This design comes from an exercise in tuning for small area on the open sky130 flow, not from production work. In this exercise RTL edits were held to simulation tests only and were not proved equivalent to the original. No activity file was given, so power comes from the tool's default toggle rates.

[flow/design.v]
module dht11_reader (
  input rst_n,           
  input wire en,         
  input wire clk,        
  output reg [7:0] humidity,
  output reg [7:0] temperature,
  output wire data_ready
);
  reg [31:0] counter;    
  assign data_ready = 1'b0;
  always @(posedge clk or negedge rst_n) begin
    if (!rst_n) begin
      humidity <= 8'h28;
      temperature <= 8'h21;
      counter <= 0;
    end else if (en) begin
      counter <= counter + 1;
      if (counter >= 3_000_000) begin  
        counter <= 0;
        if (temperature < 35) begin
          temperature <= temperature + 1;
        end else begin
          temperature <= 30;
        end
        if (humidity < 45) begin
          humidity <= humidity + 1;
        end else begin
          humidity <= 40;
        end
      end
    end
  end
endmodule
module uart_tx(
  input  wire clk,               
  input  wire rst_n,             
  input  wire tx_start,          
  input  wire [7:0] tx_data,     
  output reg tx,                 
  output reg tx_done,            
  output reg tx_busy             
);
  parameter CLK_FREQ = 1_000_000;  
  parameter BAUD_RATE = 9600;
  localparam BIT_PERIOD = CLK_FREQ / BAUD_RATE;  
  reg [3:0] bit_index;      
  reg [15:0] clk_count;     
  reg [9:0] tx_shift_reg;   
  always @(posedge clk or negedge rst_n) begin
    if (!rst_n) begin
      tx <= 1;           
      tx_busy <= 0;
      bit_index <= 0;
      clk_count <= 0;
      tx_done <= 0;
    end else begin
      if (tx_start && !tx_busy) begin
        tx_shift_reg <= {1'b1, tx_data, 1'b0};  
        tx_busy <= 1'b1;
        bit_index <= 0;
        clk_count <= 0;
        tx_done <= 0;
      end
      if (tx_busy) begin
        if (clk_count < BIT_PERIOD - 1) begin
          clk_count <= clk_count + 1;
        end else begin
          clk_count <= 0;
          tx <= tx_shift_reg[bit_index];  
          bit_index <= bit_index + 1;
          if (bit_index == 9) begin
            tx_busy <= 1'b0;  
            tx_done <= 1;
          end
        end
      end
    end
  end
endmodule
module uart_rx (
  input wire clk,              
  input wire rst_n,            
  input wire rx,               
  output reg [7:0] data_out,   
  output reg rx_busy,          
  output reg done              
);
  parameter CLK_FREQ = 1_000_000;                  
  parameter BAUD_RATE = 9600;
  localparam BIT_PERIOD = CLK_FREQ / BAUD_RATE;    
  reg [9:0] rx_shift_reg;    
  reg [3:0] bit_index;       
  reg [15:0] clk_count;      
  always @(posedge clk or negedge rst_n) begin
    if (!rst_n) begin
      rx_busy <= 0;
      clk_count <= 0;
      bit_index <= 0;
      done <= 1'b0;  
    end else begin
      if (!rx_busy && !rx) begin
        rx_busy <= 1'b1;
        done <= 1'b0;
        clk_count <= BIT_PERIOD / 2;  
        bit_index <= 0;
      end
      if (rx_busy) begin
        if (clk_count < BIT_PERIOD - 1) begin
          clk_count <= clk_count + 1;
        end else begin
          clk_count <= 0;
          rx_shift_reg[bit_index] <= rx;  
          bit_index <= bit_index + 1;
          if (bit_index == 9) begin
            if (rx == 1'b1) begin  
              rx_busy <= 1'b0;
              done <= 1'b1;  
              data_out <= rx_shift_reg[8:1];  
            end else begin
              rx_busy <= 1'b0;  
              done <= 1'b0;
            end
          end
        end
      end else begin
        if (done) begin
          done <= 1'b0;  
        end
      end
    end
  end
endmodule
module uart_string(
  input wire clk_1Mhz,
  input wire rst_n,
  input wire [7: 0] temperature, 
  input wire [7: 0] humidity, 
  input wire rx,
  output wire tx,
  input wire en_tx,
  output reg tx_msg_done,
  input wire fan_state,
  input wire hum_state,
  output reg [7:0] chr_cmd,
  output reg [7:0] chr_val0,
  output reg [7:0] chr_val1,
  output reg       rx_msg_done   
);
  localparam SEND_INTERVAL = 1_000_000;  
  localparam IDLE = 2'b00, LOAD = 2'b01, TRANSMIT = 2'b10, DONE = 2'b11;
  wire tx_done, rx_done;
  reg [3:0] tx_index;   
  reg [7:0] tx_data;
  reg send_start;
  reg [31:0] timer_count;  
  wire tx_busy;
  reg [7:0] tx_msg [0:8];  
  reg [1:0] TX_STATE;
  always @(posedge clk_1Mhz or negedge rst_n) begin
    if (!rst_n) begin
      tx_msg[0] <= 8'h53;  
      tx_msg[1] <= 8'h3A;  
      tx_msg[2] <= 8'h30;  
      tx_msg[3] <= 8'h30;  
      tx_msg[4] <= 8'h30;  
      tx_msg[5] <= 8'h30;  
      tx_msg[6] <= 8'h30;  
      tx_msg[7] <= 8'h30;  
      tx_msg[8] <= 8'h2F;  
      tx_msg_done <= 1'b0;
      tx_index <= 0;
      send_start <= 1'b0;
      timer_count <= 0;
      TX_STATE <= IDLE;
    end else if (en_tx) begin
      case (TX_STATE)
        IDLE: begin
          tx_msg_done <= 1'b0;  
          if (!tx_busy) begin
            if (timer_count == SEND_INTERVAL) begin
              timer_count <= 0;
              TX_STATE <= LOAD;
            end else begin
              timer_count <= timer_count + 1;
            end
          end
        end
        LOAD: begin
          if (tx_index == 0) begin
            tx_msg[2] <= temperature / 10 + 8'h30;
            tx_msg[3] <= temperature % 10 + 8'h30;
            tx_msg[4] <= humidity / 10 + 8'h30;
            tx_msg[5] <= humidity % 10 + 8'h30;
            tx_msg[6] <= fan_state ? 8'h31 : 8'h30;  
            tx_msg[7] <= hum_state ? 8'h31 : 8'h30;  
          end
          tx_data <= tx_msg[tx_index];  
          send_start <= 1'b1;           
          TX_STATE <= TRANSMIT;
        end
        TRANSMIT: begin
          if (tx_done) begin
            send_start <= 1'b0;         
            if (tx_index < 8) begin
              tx_index <= tx_index + 1;
              TX_STATE <= LOAD;        
            end else begin
              tx_index <= 0;
              TX_STATE <= DONE;        
            end
          end
        end
        DONE: begin
          tx_msg_done <= 1'b1;          
          TX_STATE <= IDLE;            
        end
      endcase
    end
  end
  wire [7:0] rx_data;
  wire rx_busy;
  reg [5:0] RX_STATE;
  always @(posedge clk_1Mhz or negedge rst_n) begin
    if (!rst_n) begin
      RX_STATE <= 0;       
      rx_msg_done <= 1'b0;    
    end else if (!rx_busy && rx_done) begin
      case (RX_STATE)
        0: begin
          if (rx_data == 8'h41 || rx_data == 8'h42 || rx_data == 8'h43
              || rx_data == 8'h44 || rx_data == 8'h4C) begin
            RX_STATE <= 1;
            chr_cmd <= rx_data;
            rx_msg_done <= 1'b0;
          end else begin
            RX_STATE <= 0;  
          end
        end
        1: begin
          if ((rx_data >= 8'h30 && rx_data <= 8'h39) || rx_data == 8'h2D) begin  
            RX_STATE <= 2;
            chr_val0 <= rx_data;
          end
        end
        2: begin
          if (rx_data == 8'h3A) begin  
            RX_STATE <= 3;
          end
        end
        3: begin
          if (rx_data >= 8'h30 && rx_data <= 8'h39) begin  
            RX_STATE <= 4;
            chr_val1 <= rx_data;
          end
        end
        4: begin
          if (rx_data == 8'h0A || rx_data == 8'h2A || rx_data == 8'h2F) begin
            rx_msg_done <= 1'b1;
            RX_STATE <= 0;
          end
        end
      endcase
    end
    else if (rx_busy && !rx_done) begin
      rx_msg_done <= 1'b0;
    end
  end
  uart_tx uart_tx_inst(
    .clk(clk_1Mhz),
    .rst_n(rst_n),
    .tx_start(send_start),
    .tx_data(tx_data),
    .tx(tx),
    .tx_busy(tx_busy),
    .tx_done(tx_done)
  );
  uart_rx uart_rx_inst (
    .clk(clk_1Mhz),
    .rst_n(rst_n),
    .rx(rx),
    .data_out(rx_data),
    .rx_busy(rx_busy),
    .done(rx_done)
  );
endmodule
module i2c_writeframe(
    input       clk_1MHz,                
    input       rst_n,                   
    input       en_write,                
    input       start_frame,             
    input       stop_frame,              
    input [7:0] data,                    
    input       sda_in,                  
    output      sda_oe,                  
    output reg  scl,                     
    output      done,                    
    output reg  sda_en                   
);
    localparam  DELAY       = 10;        
    reg [20:0]  cnt;                     
    reg         cnt_clr;                 
    localparam  WaitEn      = 0,         
                PreStart    = 1,         
                Start       = 2,         
                AfterStart  = 3,         
                PreWrite    = 4,         
                WriteLow    = 5,         
                WriteHigh   = 6,         
                WriteDone   = 7,         
                WaitAck     = 8,         
                Ack1        = 9,         
                Ack2        = 10,        
                AckDone     = 11,        
                PreStop     = 12,        
                Stop        = 13,        
                Done        = 14;        
    reg [3:0]   state, next_state;
    reg [3:0]   bit_cnt;                 
    wire [2:0]  bit_idx = bit_cnt - 1'b1;    
    reg         sda_out;                 
    assign sda_oe = sda_en & ~sda_out;
    always @(posedge clk_1MHz, negedge rst_n) begin
        if (!rst_n)
            cnt <= 21'd0;
        else if (cnt_clr)
            cnt <= 21'd0;
        else
            cnt <= cnt + 1'b1;
    end
    always @(posedge clk_1MHz, negedge rst_n) begin
        if (!rst_n)
            state <= WaitEn;
        else
            state <= next_state;
    end
    always @(*) begin
        if (!rst_n)
            next_state = WaitEn;             
        else begin
            case (state)
                WaitEn:     next_state = en_write ? (start_frame ? PreStart : PreWrite) : WaitEn;
                PreStart:   next_state = (cnt == DELAY) ? Start : PreStart;
                Start:      next_state = (cnt == DELAY) ? AfterStart : Start;
                AfterStart: next_state = (cnt == DELAY) ? WriteLow : AfterStart;
                PreWrite:   next_state = (cnt == DELAY) ? WriteLow : PreWrite;
                WriteLow:   next_state = (cnt == DELAY) ? WriteHigh : WriteLow;
                WriteHigh:  next_state = (cnt == DELAY && bit_cnt == 4'd8) ? WriteDone : ((cnt == DELAY) ? WriteLow : WriteHigh);
                WriteDone:  next_state = (cnt == DELAY) ? WaitAck : WriteDone;
                WaitAck:    next_state = (sda_in == 1'b0) ? Ack1 : WaitAck;
                Ack1:       next_state = (cnt == DELAY) ? Ack2 : Ack1;
                Ack2:       next_state = (cnt == DELAY) ? AckDone : Ack2;
                AckDone:    next_state = (cnt == DELAY) ? (stop_frame ? PreStop : Done) : AckDone;
                PreStop:    next_state = (cnt == DELAY) ? Stop : PreStop;
                Stop:       next_state = (cnt == DELAY) ? Done : Stop;
                Done:       next_state = WaitEn;
                default:    next_state = WaitEn;
            endcase
        end
    end   
    always @(posedge clk_1MHz, negedge rst_n) begin
        if (!rst_n) begin                    
            sda_en  <= 1'b1;
            sda_out <= 1'b1;
            scl     <= 1'b1;
            cnt_clr <= 1'b1;
        end else begin
            case (state)
                WaitEn: begin
                    sda_en  <= 1'b1;         
                    cnt_clr <= 1'b1;         
                end
                PreStart: begin
                    sda_out <= 1'b1;                                 
                    scl     <= 1'b1;        
                    cnt_clr <= (cnt == DELAY-1) ? 1'b1 : 1'b0;       
                end
                Start: begin
                    sda_out <= 1'b0;                                 
                    cnt_clr <= (cnt == DELAY-1) ? 1'b1 : 1'b0;       
                end
                AfterStart: begin
                    scl     <= 1'b0;                                 
                    cnt_clr <= (cnt == DELAY-1) ? 1'b1 : 1'b0;       
                end
                PreWrite: begin
                    cnt_clr <= (cnt == DELAY-1) ? 1'b1 : 1'b0;       
                end
                WriteLow: begin
                    scl     <= 1'b0;                                 
                    sda_out <= data[3'd7-bit_idx];                   
                    cnt_clr <= (cnt == DELAY-1) ? 1'b1 : 1'b0;       
                end
                WriteHigh: begin
                    scl     <= 1'b1;                                 
                    cnt_clr <= (cnt == DELAY-1) ? 1'b1 : 1'b0;       
                end
                WriteDone: begin
                    scl     <= 1'b0;                                 
                    sda_en  <= 1'b0;                                 
                    cnt_clr <= (cnt == DELAY-1) ? 1'b1 : 1'b0;       
                end
                WaitAck: begin
                    cnt_clr <= 1'b1;                                 
                end
                Ack1: begin
                    scl     <= 1'b1;                                 
                    cnt_clr <= (cnt == DELAY-1) ? 1'b1 : 1'b0;       
                end
                Ack2: begin
                    scl     <= 1'b0;                                 
                    cnt_clr <= (cnt == DELAY-1) ? 1'b1 : 1'b0;       
                end
                AckDone: begin      
                    cnt_clr <= (cnt == DELAY-1) ? 1'b1 : 1'b0;       
                end
                PreStop: begin
                    scl     <= 1'b1;                                 
                    cnt_clr <= (cnt == DELAY-1) ? 1'b1 : 1'b0;       
                end   
                Stop: begin
                    sda_en  <= 1'b1;                                 
                    sda_out <= 1'b1;                                 
                    cnt_clr <= (cnt == DELAY-1) ? 1'b1 : 1'b0;       
                end
                Done: begin
                    cnt_clr <= 1'b1;                                 
                end
            endcase
        end
    end
    always @(posedge clk_1MHz, negedge rst_n) begin
        if (!rst_n)
            bit_cnt <= 4'd0;
        else begin
            case (state)
                WriteLow:   bit_cnt <= (cnt == 1'b0) ? bit_cnt + 1'b1 : bit_cnt;     
                WaitEn:     bit_cnt <= 4'd0;
                Done:       bit_cnt <= 4'd0;
                default:    bit_cnt <= bit_cnt;
            endcase
        end
    end
    assign done = (state == Done);
endmodule
module lcd_write_cmd_data(
    input       clk_1MHz,                    
    input       rst_n,                       
    input [7:0] data,                        
    input       cmd_data,                    
    input       ena,                         
    input [6:0] i2c_addr,                    
    input       sda_in,                      
    output      sda_oe,                      
    output      scl,                         
    output      done,                        
    output      sda_en
);
    localparam  DELAY               = 50;    
    reg [20:0]  cnt;                         
    reg         cnt_clr;                     
    localparam  WaitEn              = 0,     
                Write_Addr          = 1,     
                Wait_AddrDone       = 2,     
                Write_HighNibble1   = 3,     
                Wait_High1Done      = 4,     
                Delay_CMD1          = 5,     
                Write_HighNibble2   = 6,     
                Wait_High2Done      = 7,     
                Write_LowNibble1    = 8,     
                Wait_Low1Done       = 9,     
                Delay_CMD2          = 10,    
                Write_LowNibble2    = 11,    
                Wait_Low2Done       = 12,    
                Done                = 13;    
    reg [3:0]   state, next_state;
    reg         en_write;                    
    wire        en_i2cwrite = en_write;
    wire        i2c_done;                    
    reg [7:0]   i2c_data;                    
    reg         start_frame;                 
    reg         stop_frame;                  
    always @(posedge clk_1MHz, negedge rst_n) begin
        if (!rst_n)
            cnt <= 21'd0;
        else if (cnt_clr)
            cnt <= 21'd0;
        else
            cnt <= cnt + 1'b1;
    end
    always @(posedge clk_1MHz, negedge rst_n) begin
        if (!rst_n)
            state <= WaitEn;
        else
            state <= next_state;
    end
    always @(*) begin
        if (!rst_n)
            next_state = WaitEn;                 
        else begin
            case (state)
                WaitEn:             next_state = ena ? Write_Addr : WaitEn;
                Write_Addr:         next_state = Wait_AddrDone;
                Wait_AddrDone:      next_state = i2c_done ? Write_HighNibble1 : Wait_AddrDone;
                Write_HighNibble1:  next_state = Wait_High1Done;
                Wait_High1Done:     next_state = i2c_done ? Delay_CMD1 : Wait_High1Done;
                Delay_CMD1:         next_state = (cnt == DELAY) ? Write_HighNibble2 : Delay_CMD1;
                Write_HighNibble2:  next_state = Wait_High2Done;
                Wait_High2Done:     next_state = i2c_done ? Write_LowNibble1 : Wait_High2Done;
                Write_LowNibble1:   next_state = Wait_Low1Done;
                Wait_Low1Done:      next_state = i2c_done ? Delay_CMD2 : Wait_Low1Done;
                Delay_CMD2:         next_state = (cnt == DELAY) ? Write_LowNibble2 : Delay_CMD2;
                Write_LowNibble2:   next_state = Wait_Low2Done;
                Wait_Low2Done:      next_state = i2c_done ? Done : Wait_Low2Done;
                Done:               next_state = WaitEn;
                default:            next_state = WaitEn;
            endcase
        end
    end
    always @(posedge clk_1MHz, negedge rst_n) begin
        if (!rst_n) begin                    
            i2c_data <= 8'd0;
            en_write <= 1'b0;
            cnt_clr  <= 1'b1;
        end else begin
            case (state)
                WaitEn: begin
                    i2c_data    <= 8'd0;
                    en_write    <= 1'b0;
                    cnt_clr     <= 1'b1;
                end
                Write_Addr: begin
                    start_frame <= 1'b1;                 
                    stop_frame  <= 1'b0;
                    i2c_data    <= {i2c_addr, 1'b0};     
                    en_write    <= 1'b1;                 
                end
                Wait_AddrDone: begin
                    en_write    <= 1'b0;                 
                end
                Write_HighNibble1: begin
                    start_frame <= 1'b0;
                    stop_frame  <= 1'b0;
                    i2c_data    <= (data & 8'hF0) | 8'h0C | cmd_data;
                    en_write    <= 1'b1;                 
                end
                Wait_High1Done: begin
                    en_write    <= 1'b0;                 
                end
                Delay_CMD1: begin
                    cnt_clr     <= 1'b0;                 
                end
                Write_HighNibble2: begin
                    start_frame <= 1'b0;
                    stop_frame  <= 1'b0;
                    i2c_data    <= ((data & 8'hF0) | 8'h0C | cmd_data) & 8'hFB;
                    en_write    <= 1'b1;                 
                    cnt_clr     <= 1'b1;                 
                end
                Wait_High2Done: begin
                    en_write    <= 1'b0;                 
                end
                Write_LowNibble1: begin              
                    start_frame <= 1'b0;
                    stop_frame  <= 1'b0;
                    i2c_data    <= ((data & 8'h0F) << 4) | 8'h0C | cmd_data;
                    en_write    <= 1'b1;                
                end
                Wait_Low1Done: begin
                    en_write    <= 1'b0;                 
                end
                Delay_CMD2: begin
                    cnt_clr     <= 1'b0;                 
                end
                Write_LowNibble2: begin
                    start_frame <= 1'b0;
                    stop_frame  <= 1'b1;                 
                    i2c_data    <= (((data & 8'h0F) << 4) | 8'h0C | cmd_data) & 8'hFB;
                    en_write    <= 1'b1;                 
                    cnt_clr     <= 1'b1;                 
                end
                Wait_Low2Done: begin
                    en_write    <= 1'b0;                 
                end
            endcase
        end
    end
    assign done = (state == Done);
    i2c_writeframe i2c_writframe_inst(
        .clk_1MHz   (clk_1MHz),
        .rst_n      (rst_n),
        .en_write   (en_i2cwrite),
        .start_frame(start_frame),
        .stop_frame (stop_frame),
        .data       (i2c_data),
        .sda_in     (sda_in),
        .sda_oe     (sda_oe),
        .scl        (scl),
        .done       (i2c_done),
        .sda_en     (sda_en)
    );
endmodule
module lcd_display(
    input           clk_1MHz,                
    input           rst_n,                   
    input           ena,                     
    input           done_write,              
    input  [127:0]  row1,                    
    input  [127:0]  row2,                    
    output reg[7:0] data,                    
    output          cmd_data,                
    output reg      ena_write,               
    output          busy                     
);
    localparam  DELAY           = 50;        
    localparam  WaitEn          = 0,
                Write           = 1,
                WaitWrite       = 2,
                WaitDelay       = 3,
                Done            = 4;
    reg [2:0]   state, next_state;          
    reg [20:0]  cnt;                         
    reg         cnt_clr;                     
    wire [7:0]  cmd_data_array [0:39];
    assign cmd_data_array[0]    = 8'h02;     
    assign cmd_data_array[1]    = 8'h28;     
    assign cmd_data_array[2]    = 8'h0C;     
    assign cmd_data_array[3]    = 8'h06;     
    assign cmd_data_array[4]    = 8'h01;     
    assign cmd_data_array[5]    = 8'h80;     
    assign cmd_data_array[22]   = 8'hC0;     
    assign cmd_data_array[39]   = 8'h00;     
    generate
        genvar i;
        for (i = 1; i < 17; i=i+1) begin: for_name
            assign cmd_data_array[22-i] = row1[(i*8)-1:i*8-8];       
            assign cmd_data_array[39-i] = row2[(i*8)-1:i*8-8];       
        end
    endgenerate
    reg [5:0]   ptr;                         
    assign cmd_data = (ptr <= 6'd6 || ptr == 6'd23) ? 1'b0 : 1'b1;   
    assign busy = ~(state == WaitEn);
    always @(posedge clk_1MHz, negedge rst_n) begin
        if (!rst_n)
            cnt <= 21'd0;
        else if (cnt_clr)
            cnt <= 21'd0;
        else 
            cnt <= cnt + 1'b1;
    end
    always @(posedge clk_1MHz, negedge rst_n) begin
        if (!rst_n)
            state <= WaitEn;
        else
            state <= next_state;
    end
    always @(*) begin
        if (!rst_n)
            next_state = WaitEn;
        else begin
            case (state)
                WaitEn:     next_state = ena ? Write : WaitEn;
                Write:      next_state = WaitWrite;
                WaitWrite:  next_state = done_write ? WaitDelay : WaitWrite;
                WaitDelay:  next_state = (ptr == 6'd39) ? Done : ((cnt == DELAY) ? Write : WaitDelay);
                Done:       next_state = WaitEn;
                default:    next_state = WaitEn;
            endcase
        end
    end
    always @(posedge clk_1MHz, negedge rst_n) begin
        if (!rst_n) begin
            cnt_clr    <= 1'b1;
            ena_write  <= 1'b0;            
        end else begin
            case (state)
                WaitEn: begin
                    cnt_clr    <= 1'b1;                  
                    ena_write  <= 1'b0;                  
                end
                Write: begin
                    cnt_clr    <= 1'b1;                  
                    data       <= cmd_data_array[ptr];   
                    ena_write  <= 1'b1;                  
                end
                WaitWrite: begin
                    ena_write  <= 1'b0;                  
                end
                WaitDelay: begin
                    cnt_clr    <= 1'b0;
                end
            endcase
        end
    end
    always @(posedge clk_1MHz, negedge rst_n) begin
        if (!rst_n)
            ptr <= 6'd0;
        else if (state == WaitEn)
            ptr <= 6'd0;
        else if (state == Write)
            ptr <= ptr + 1'b1;
        else
            ptr <= ptr;
    end
endmodule
module lcd_16x2(
  input           clk_1MHz,
  input           rst_n,
  input           lcd_ena,
  input [127:0]   row1,
  input [127:0]   row2,
  output          busy,
  output          scl,
  input           sda_in,
  output          sda_oe,
  output          lcd_done
);
  localparam      i2c_addr = 7'h27;
  wire [7:0]      data;
  wire            cmd_data;
  wire            ena_write;
  lcd_display lcd_display_inst(
    .clk_1MHz           (clk_1MHz),
    .rst_n              (rst_n),
    .ena                (lcd_ena),
    .done_write         (lcd_done),
    .row1               (row1),
    .row2               (row2),
    .data               (data),
    .cmd_data           (cmd_data),
    .ena_write          (ena_write),
    .busy               (busy)
  );
  lcd_write_cmd_data lcd_write_cmd_data_inst(
    .clk_1MHz           (clk_1MHz),
    .rst_n              (rst_n),
    .data               (data),
    .cmd_data           (cmd_data),
    .ena                (ena_write),
    .i2c_addr           (i2c_addr),
    .sda_in             (sda_in),
    .sda_oe             (sda_oe),
    .scl                (scl),
    .done               (lcd_done)
  );
endmodule
module logic_controller(
  input   wire            clk,        
  input   wire            rst_n,
  input   wire  [7: 0]    temperature,
  input   wire  [7: 0]    humidity,
  output  reg             dht_en,
  input   wire            dht_data_ready,
  input   wire  [7:0]     chr_cmd,
  input   wire  [7:0]     chr_val0,
  input   wire  [7:0]     chr_val1,
  input   wire            rx_msg_done,
  input   wire            tx_msg_done,
  output  reg             en_tx,
  output  reg             lcd_en,    
  input   wire            lcd_done,  
  output  reg   [127:0]   lcd_row1,  
  output  reg   [127:0]   lcd_row2,  
  output  reg             led_fan,       
  output  reg             led_hum       
);
  localparam INTERVAL = 500_000;  
  integer interval_counter;
  reg [6:0] max_temp, min_temp, min_hum, max_hum;  
  reg [7:0] temp_tens, temp_units, humi_tens, humi_units;
  reg tick;  
  reg rx_msg_done_reg;
  always @(posedge clk or negedge rst_n) begin
    if (!rst_n) begin
      tick <= 1'b0;
      rx_msg_done_reg <= 1'b0;
      interval_counter <= 0;
      en_tx <= 1'b0;
      temp_tens <= 8'h00;
      temp_units <= 8'h00;
      humi_tens <= 8'h00;
      humi_units <= 8'h00;
      max_temp <= 34;  
      min_temp <= 1;  
      min_hum <= 42;  
      max_hum <= 63;  
      dht_en <= 1'b0;
      lcd_row1 <= "  Cold Storage  ";
      lcd_row2 <= "     Welcome    ";
      lcd_en <= 1'b1;
      led_fan <= 1'b0;
      led_hum <= 1'b0;
    end else begin
      if (lcd_done && lcd_en) begin
        lcd_en <= 1'b0;
      end
      if (interval_counter == INTERVAL) begin
        interval_counter <= 0;
        tick <= ~tick;
        if (tick) begin
          if (!dht_en) begin
            dht_en <= 1'b1;
          end
          en_tx <= 1'b1;
          update_leds();
          update_lcd();
        end else begin
          dht_en <= 1'b0;
        end
      end else begin
        interval_counter <= interval_counter + 1;
      end
      if (rx_msg_done && !rx_msg_done_reg) begin
        rx_msg_done_reg <= 1'b1;
        update_settings();
        if (chr_cmd != 8'h4C) begin  
          update_leds();
        end
      end else if (!rx_msg_done) begin
        rx_msg_done_reg <= 1'b0;
      end
      if (dht_en && dht_data_ready) begin
        dht_en <= 1'b0;
      end
      if (en_tx && tx_msg_done) begin
        en_tx <= 1'b0;
      end
    end
  end
  task update_settings;
    begin
      if (chr_cmd == 8'h4C) begin  
        led_fan <= (chr_val0 == 8'h31);  
        led_hum <= (chr_val1 == 8'h31);  
      end else if (chr_cmd == 8'h41) begin  
        if (chr_val0 == 8'h2D) begin  
          max_temp <= -1 * ((chr_val1 - 8'h30) * 10);
        end else begin
          max_temp <= ((chr_val0 - 8'h30) * 10) + (chr_val1 - 8'h30);
        end
      end else if (chr_cmd == 8'h42) begin  
        if (chr_val0 == 8'h2D) begin  
          min_temp <= -1 * ((chr_val1 - 8'h30) * 10);
        end else begin
          min_temp <= ((chr_val0 - 8'h30) * 10) + (chr_val1 - 8'h30);
        end
      end else if (chr_cmd == 8'h43) begin  
        if (chr_val0 == 8'h2D) begin  
          max_hum <= -1 * ((chr_val1 - 8'h30) * 10);
        end else begin
          max_hum <= ((chr_val0 - 8'h30) * 10) + (chr_val1 - 8'h30);
        end
      end else if (chr_cmd == 8'h44) begin  
        if (chr_val0 == 8'h2D) begin  
          min_hum <= -1 * ((chr_val1 - 8'h30) * 10);
        end else begin
          min_hum <= ((chr_val0 - 8'h30) * 10) + (chr_val1 - 8'h30);
        end
      end
      uart_rx_to_lcd();
    end
  endtask
  task update_leds;
    begin
      if (temperature > max_temp) begin
        led_fan <= 1'b1;  
      end else if (temperature < min_temp) begin
        led_fan <= 1'b0;  
      end else begin
        led_fan <= 1'b0;  
      end
      if (humidity < max_hum) begin
        led_hum <= 1'b1;  
      end else if (humidity > min_hum) begin
        led_hum <= 1'b0;  
      end else begin
        led_hum <= 1'b0;  
      end
    end
  endtask
  task update_lcd;
    begin
      temp_tens <= (temperature / 10) + 8'h30;   
      temp_units <= (temperature % 10) + 8'h30;  
      humi_tens <= (humidity / 10) + 8'h30;    
      humi_units <= (humidity % 10) + 8'h30;   
      if (temperature < 10) begin
        lcd_row1 <= { "Temp: 0", temp_units, " C      " };  
      end else begin
        lcd_row1 <= { "Temp: ", temp_tens, temp_units, " C      " };  
      end
      if (humidity < 10) begin
        lcd_row2 <= { "Humi: 0", humi_units, "%       " };   
      end else begin
        lcd_row2 <= { "Humi: ", humi_tens, humi_units, "%       " };   
      end
      lcd_en <= 1'b1;
    end
  endtask
  task uart_rx_to_lcd;
    begin
      lcd_row1 <= {"RX: ", chr_cmd, chr_val0, chr_val1, "         "};
      lcd_row2 <= {"Tem:", temp_tens, temp_units, "C Hum:", humi_tens, humi_units, "% "};
      interval_counter <= 0;  
      lcd_en <= 1'b1;
    end
  endtask
endmodule
module top_coldstorage(
  input         clk,           
  input         rst_n,         
  output        led_fan,       
  output        led_hum,       
  input         sda_lcd_in,
  output        sda_lcd_oe,
  output        scl_lcd,
  input         rx,
  output        tx
);
  wire clk_1MHz = clk;
  wire [127:0] lcd_row1, lcd_row2;
  wire lcd_en, lcd_done;
  wire [7:0] temperature, humidity;
  wire dht_en, dht_data_ready;
  wire [7:0] chr_cmd, chr_val0, chr_val1;
  wire rx_msg_done, en_tx, tx_msg_done;
  logic_controller logic_controller_inst(
    .clk(clk_1MHz),
    .rst_n(rst_n),
    .temperature(temperature),
    .humidity(humidity),
    .dht_en(dht_en),
    .dht_data_ready(dht_data_ready),
    .chr_cmd(chr_cmd),
    .chr_val0(chr_val0),
    .chr_val1(chr_val1),
    .en_tx(en_tx),
    .rx_msg_done(rx_msg_done),
    .tx_msg_done(tx_msg_done),
    .lcd_en(lcd_en),
    .lcd_done(lcd_done),
    .lcd_row1(lcd_row1),
    .lcd_row2(lcd_row2),
    .led_fan(led_fan),
    .led_hum(led_hum)
  );
  dht11_reader dht11_reader_inst(
    .clk(clk_1MHz),
    .rst_n(rst_n),
    .en(dht_en),
    .temperature(temperature),
    .humidity(humidity),
    .data_ready(dht_data_ready)
  );
  uart_string uart_string_inst(
    .clk_1Mhz(clk_1MHz),
    .rst_n(rst_n),
    .temperature(temperature),
    .humidity(humidity),
    .en_tx(en_tx),
    .tx_msg_done(tx_msg_done),
    .tx(tx),
    .rx(rx),
    .fan_state(led_fan),
    .hum_state(led_hum),
    .chr_cmd(chr_cmd),
    .chr_val0(chr_val0),
    .chr_val1(chr_val1),
    .rx_msg_done(rx_msg_done)
  );
  lcd_16x2 lcd_16x2_inst(
    .clk_1MHz(clk_1MHz),
    .rst_n(rst_n),
    .lcd_ena(lcd_en),
    .row1(lcd_row1),
    .row2(lcd_row2),
    .lcd_done(lcd_done),
    .sda_in(sda_lcd_in),
    .sda_oe(sda_lcd_oe),
    .scl(scl_lcd)
  );  
endmodule
[flow/run.sh]
#!/bin/bash
# synth_recipe.tcl (not shown) runs the flow's synth.tcl, then flattens the netlist and writes it again
# the make line also repeats each setting of config.mk as NAME=value (left out here)
make -C /OpenROAD-flow-scripts/flow DESIGN_CONFIG=/design/flow/config.mk WORK_HOME=/design/flow/orfs CLKGATE_MAP_FILE= SYNTH_SCRIPT=/design/flow/synth_recipe.tcl finish
[flow/config.mk]
export PLATFORM = sky130hd
export DESIGN_NAME = top_coldstorage
export DESIGN_NICKNAME = top_coldstorage
export VERILOG_FILES = /design/flow/design.v
export SDC_FILE = /design/flow/constraint.sdc
export NUM_CORES = 4
export LEC_CHECK = 0
export CAP_MARGIN = 20
export CORE_MARGIN = 2
export CORE_UTILIZATION = 40
export SLEW_MARGIN = 20
[flow/constraint.sdc]
create_clock -name core_clock -period 10.0 [get_ports {clk}]
set_input_delay 2.0000 -clock core_clock [delete_from_list [all_inputs] [get_ports {clk}]]
set_output_delay 2.0000 -clock core_clock [all_outputs]
set_load 0.01 [all_outputs]
==> impl_metrics.yaml <==
global_routing:
  overflow: 0
  grt_pass1_wl_mm: 106
  first_global_vias: 20400
  antenna_found_initial: 0
  grt_start_max_net_pins: 139
  track_usage_pct: 18.4
final_layout:
  final_cell_mix: "374 x dfrtp_1, 352 x nand2_1, 305 x nor2_1, 222 x o21ai_0, 127 x a21oi_1"
  n_antenna_cell: 0
  largest_reg_flops: 51
  multi_input_area_sq_mm: 0.0130
  nets: 2906
  fill_cells: 6242
  fin_cells: 3720
  top_register: "logic_controller_inst.lcd_row2"
  register_area_sq_mm: 0.0128
  syn_to_final_growth_pct: 9.15
  final_common_cell: "dfrtp_1"
  post-route-util_pct: 44.3
  drive_gt1_share_pct: 8.19
synth:
  synth_edf_count: 66
  synthTopCellsByArea: "dfrtp_1 35%, edfxtp_1 7.4%, dfstp_2 5.6%, nand2_1 4.9%, nor2_1 4.3%"
  ys_ff_latch: 497
  synth.top_cell.area_share_pct: 34.9
  yosysTopAreaCell: "dfrtp_1"
  syn-cell-area_sq_mm: 0.0268
  synth_area_per_cell_sq_um: 9.33
  synthCells: 2875
  synth.distinct_cells: 98
  yosysSeqAreaShare_pct: 47.9
  synthFlopType: "dfrtp_1"
  synth_warnings: 9
  synthArstFlopShare_pct: 86.7
  syn_nets: 2969
clocking:
  clk_pin_slew_worst_paths_ns: 0.06
  cts-buffers-inserted: 54
  cts-root-buf: "clkbuf_16"
  cts_num_sinks: 497
  clk_path_buf_depth: 3
  ctsResizeCount: 0
  clock_latency_ns: 0.60
  holdBufCountCts: 0
  cts_tree: "yes"
  htreeDepth: 2
  postCtsSetupBuffers: 0
die:
  rows: 94
  pin_count: 9
  initial_utilization_pct: 40.6
  coreArea_sq_mm: 0.0661
  die_y_um: 263
  die_w_um: 263
  die_area_sq_mm: 0.0692
setup_path:
  crit_start: "dht11_reader_inst.humidity[6]$_DFFE_PN0P_"
  path_max_fanout: 26
  crit_chain: "nor2_1 > inv_1 > ha_1 > nor2b_1 > o21ai_2 > a32o_2 > a221o_1 > a21oi_4 > maj3_2 > a2111oi_4 > and2_1 > a211oi_1 > nor2_1 > ha_1 > xnor2_1 > mux2_2"
  slowest_stage: "dfrtp_1"
  critPathCaptureType: "flip-flop"
  critical_path_class: "reg -> reg"
  cpPeakStageDelay_ns: 0.91
  required_ns: 10.47
  reg2reg_from: "dht11_reader_inst.humidity[6]$_DFFE_PN0P_"
  ff2ff_setup_slack_ns: 4.41
  endpoint: "logic_controller_inst.humi_units[6]$_DFFE_PN0P_"
  worstRegToRegCells: 16
  rr_endpoint: "logic_controller_inst.humi_units[6]$_DFFE_PN0P_"
  critPathArrivalTime_ns: 6.06
  setup.worst_path.start_class: "flip-flop"
outcome:
  status: "finished clean"
sta:
  setup-tns-final_ns: 0
  slew_viol_final: 0
  rsz0062_at_grt: "false"
  slew_headroom_pct: 30.4
  hold_viol_final: 0
  finalSetupViolations: 0
  finalClockSkew_ns: 0.0202
  fmax_ghz: 0.179
  tightest_slew_ns: 1.04
  post-route-period-util_pct: 55.9
  fin_crit_ns: 5.59
power_and_ir_drop:
  p_sw_share_pct: 23.0
  intPower_uw: 3290
  p_clk_share_pct: 46.0
  irDropWorstVdd_uv: 139
  pwr-share-seq_pct: 49.7
  power_per_cell_area_mw_per_mm2: 146
  p_comb_share_pct: 4.2
  switching_power_uw: 980
  power.leakage_uw: 0.0122
detailed_routing:
  drc: 0
  wirelength_mm: 63.7
  dr.pass1.iters: 6
  ant_nets: 0
  viasPerCell: 5.61
  drt-wirelength-per-cell_um: 17.1
  num_vias: 20900
  dr.first_iter.drc_count: 1815
placement:
  globalplace.congestion: 0.897
  placed_cells: 3620
  portBuffers: 8
  dpl.hpwl_mm: 43.5
job:
  maxCapViolCount: 0
min_path:
  min_path_type: "reg -> reg"
## Yosys cell counts, drive strengths merged (33+ instances only)
cell and n:
xor2 95, a21oi 128, dfstp 57, a31oi 42, nand4 50, edfxtp 66, xnor2 73, inv 100
a22oi 34, nand2 353, nand3 120, ha 85, and2 36, nor2b 38, nor4 33, nand2b 35
nor2 307, clkbuf 117, and3 53, dfrtp 374, nor3 65, o21ai 235
## critical path: cells and delay by family (launching register included)
family | cells | cell delay (ns)
buffers and inverters | 1 | 0.14
muxes | 1 | 0.27
adders and majority gates | 3 | 1.02
DFF | 1 | 0.91
xor gates and xnor gates | 1 | 0.14
AOI/OAI and AO/OA | 6 | 1.68
and+or+nand+nor | 4 | 1.29
## metrics by stage
stage / setup WS, ns / instance area (sq um) / power (uW) / hold WS (ns)
after floorplan: 5.49 / 26800 / 2260 / 0.400
after global placement: 4.60 / 27500 / 2330 / 0.404
after detailed placement: 4.45 / 27500 / 2340 / 0.405
after CTS: 4.44 / 29300 / 4320 / 0.417
after global routing: 3.92 / 29300 / 4450 / 0.437
final: 4.41 / 29300 / 4270 / 0.416
## worst min path at each step
stage / from / endpoint / slack, ns / cells past startpoint
6_report: uart_string_inst.tx_data[2]$_SDFFCE_PN0P_ / uart_string_inst.uart_tx_inst.tx_shift_reg[3]$_DFFE_PP_ / 0.42 / 0
5_1_grt: uart_string_inst.tx_data[0]$_SDFFCE_PN1P_ / uart_string_inst.uart_tx_inst.tx_shift_reg[1]$_DFFE_PP_ / 0.44 / 0
4_1_cts: uart_string_inst.tx_data[2]$_SDFFCE_PN0P_ / uart_string_inst.uart_tx_inst.tx_shift_reg[3]$_DFFE_PP_ / 0.42 / 0
3_5_place_dp: uart_string_inst.tx_data[2]$_SDFFCE_PN0P_ / uart_string_inst.uart_tx_inst.tx_shift_reg[3]$_DFFE_PP_ / 0.40 / 0
3_3_place_gp: uart_string_inst.tx_data[6]$_SDFFCE_PN1P_ / uart_string_inst.uart_tx_inst.tx_shift_reg[7]$_DFFE_PP_ / 0.40 / 0
2_1_floorplan: uart_string_inst.tx_data[0]$_SDFFCE_PN1P_ / uart_string_inst.uart_tx_inst.tx_shift_reg[1]$_DFFE_PP_ / 0.40 / 0
## final cells by class
class / instances / share of cell area (%)
Sequential cell: 497 / 43.8
Inverter: 102 / 1.31
Clock buffer: 70 / 5.04
Clock inverter: 30 / 0.889
Timing Repair Buffer: 27 / 0.863
Multi-Input combinational cell: 2130 / 44.4
Tap cell: 864 / 3.69
## layer usage
metal	routed length (um)	vias to the layer above	GRT usage (%)
met4	1540	0	5.20
met5	0	-	0.277
li1	-	10100	-
met1	29400	10200	25.3
met2	29800	452	30.1
met3	2900	97	2.61
## power groups by stage
stage | Combinational (uW) | Clock [uW] | Sequential (uW)
4_1_cts | 184 | 2020 | 2120
3_3_place_gp | 176 | 0 | 2150
5_1_grt | 209 | 2110 | 2130
2_1_floorplan | 126 | 0 | 2140
6_report | 180 | 1960 | 2120
3_5_place_dp | 184 | 0 | 2160
## logic make-up after synthesis
kind of cell    after synthesis  share of synthesized area [%]
simple gates               1183                           21.1
compound gates              634                           15.1
flops                       497                           47.9
buf+inv                     248                           3.82
xor+xnor                    168                           5.49
fa+ha+maj                    96                           4.57
mux                          49                           2.12

port drivers added, routing unchanged:
The flow's constraints put no driver on any port. The routed layout listed below was extracted and timed again, unchanged, in two steps. Step 1: set_driving_cell puts a clkbuf_16 on clk and a buf_2 on each other input, an assumption about the parent block. Step 2 moves the port delays by t, midway between the first and last clock arrival at a register: inputs arrive t later, outputs are due t later. That takes back most of the time a late clock gives input paths. Three values: ideal, step 1, step 2; two values: the first two.
shift t [ns]: 0.649
setup slack, ns: 4.409 / 4.409 / 4.409
clock arrival spread, ns: 0.021 / 0.022
After both steps this run still meets setup and hold. For this run, drivers alone change the setup slack by 0.000 ns; drivers and shift together by 0.000 ns.
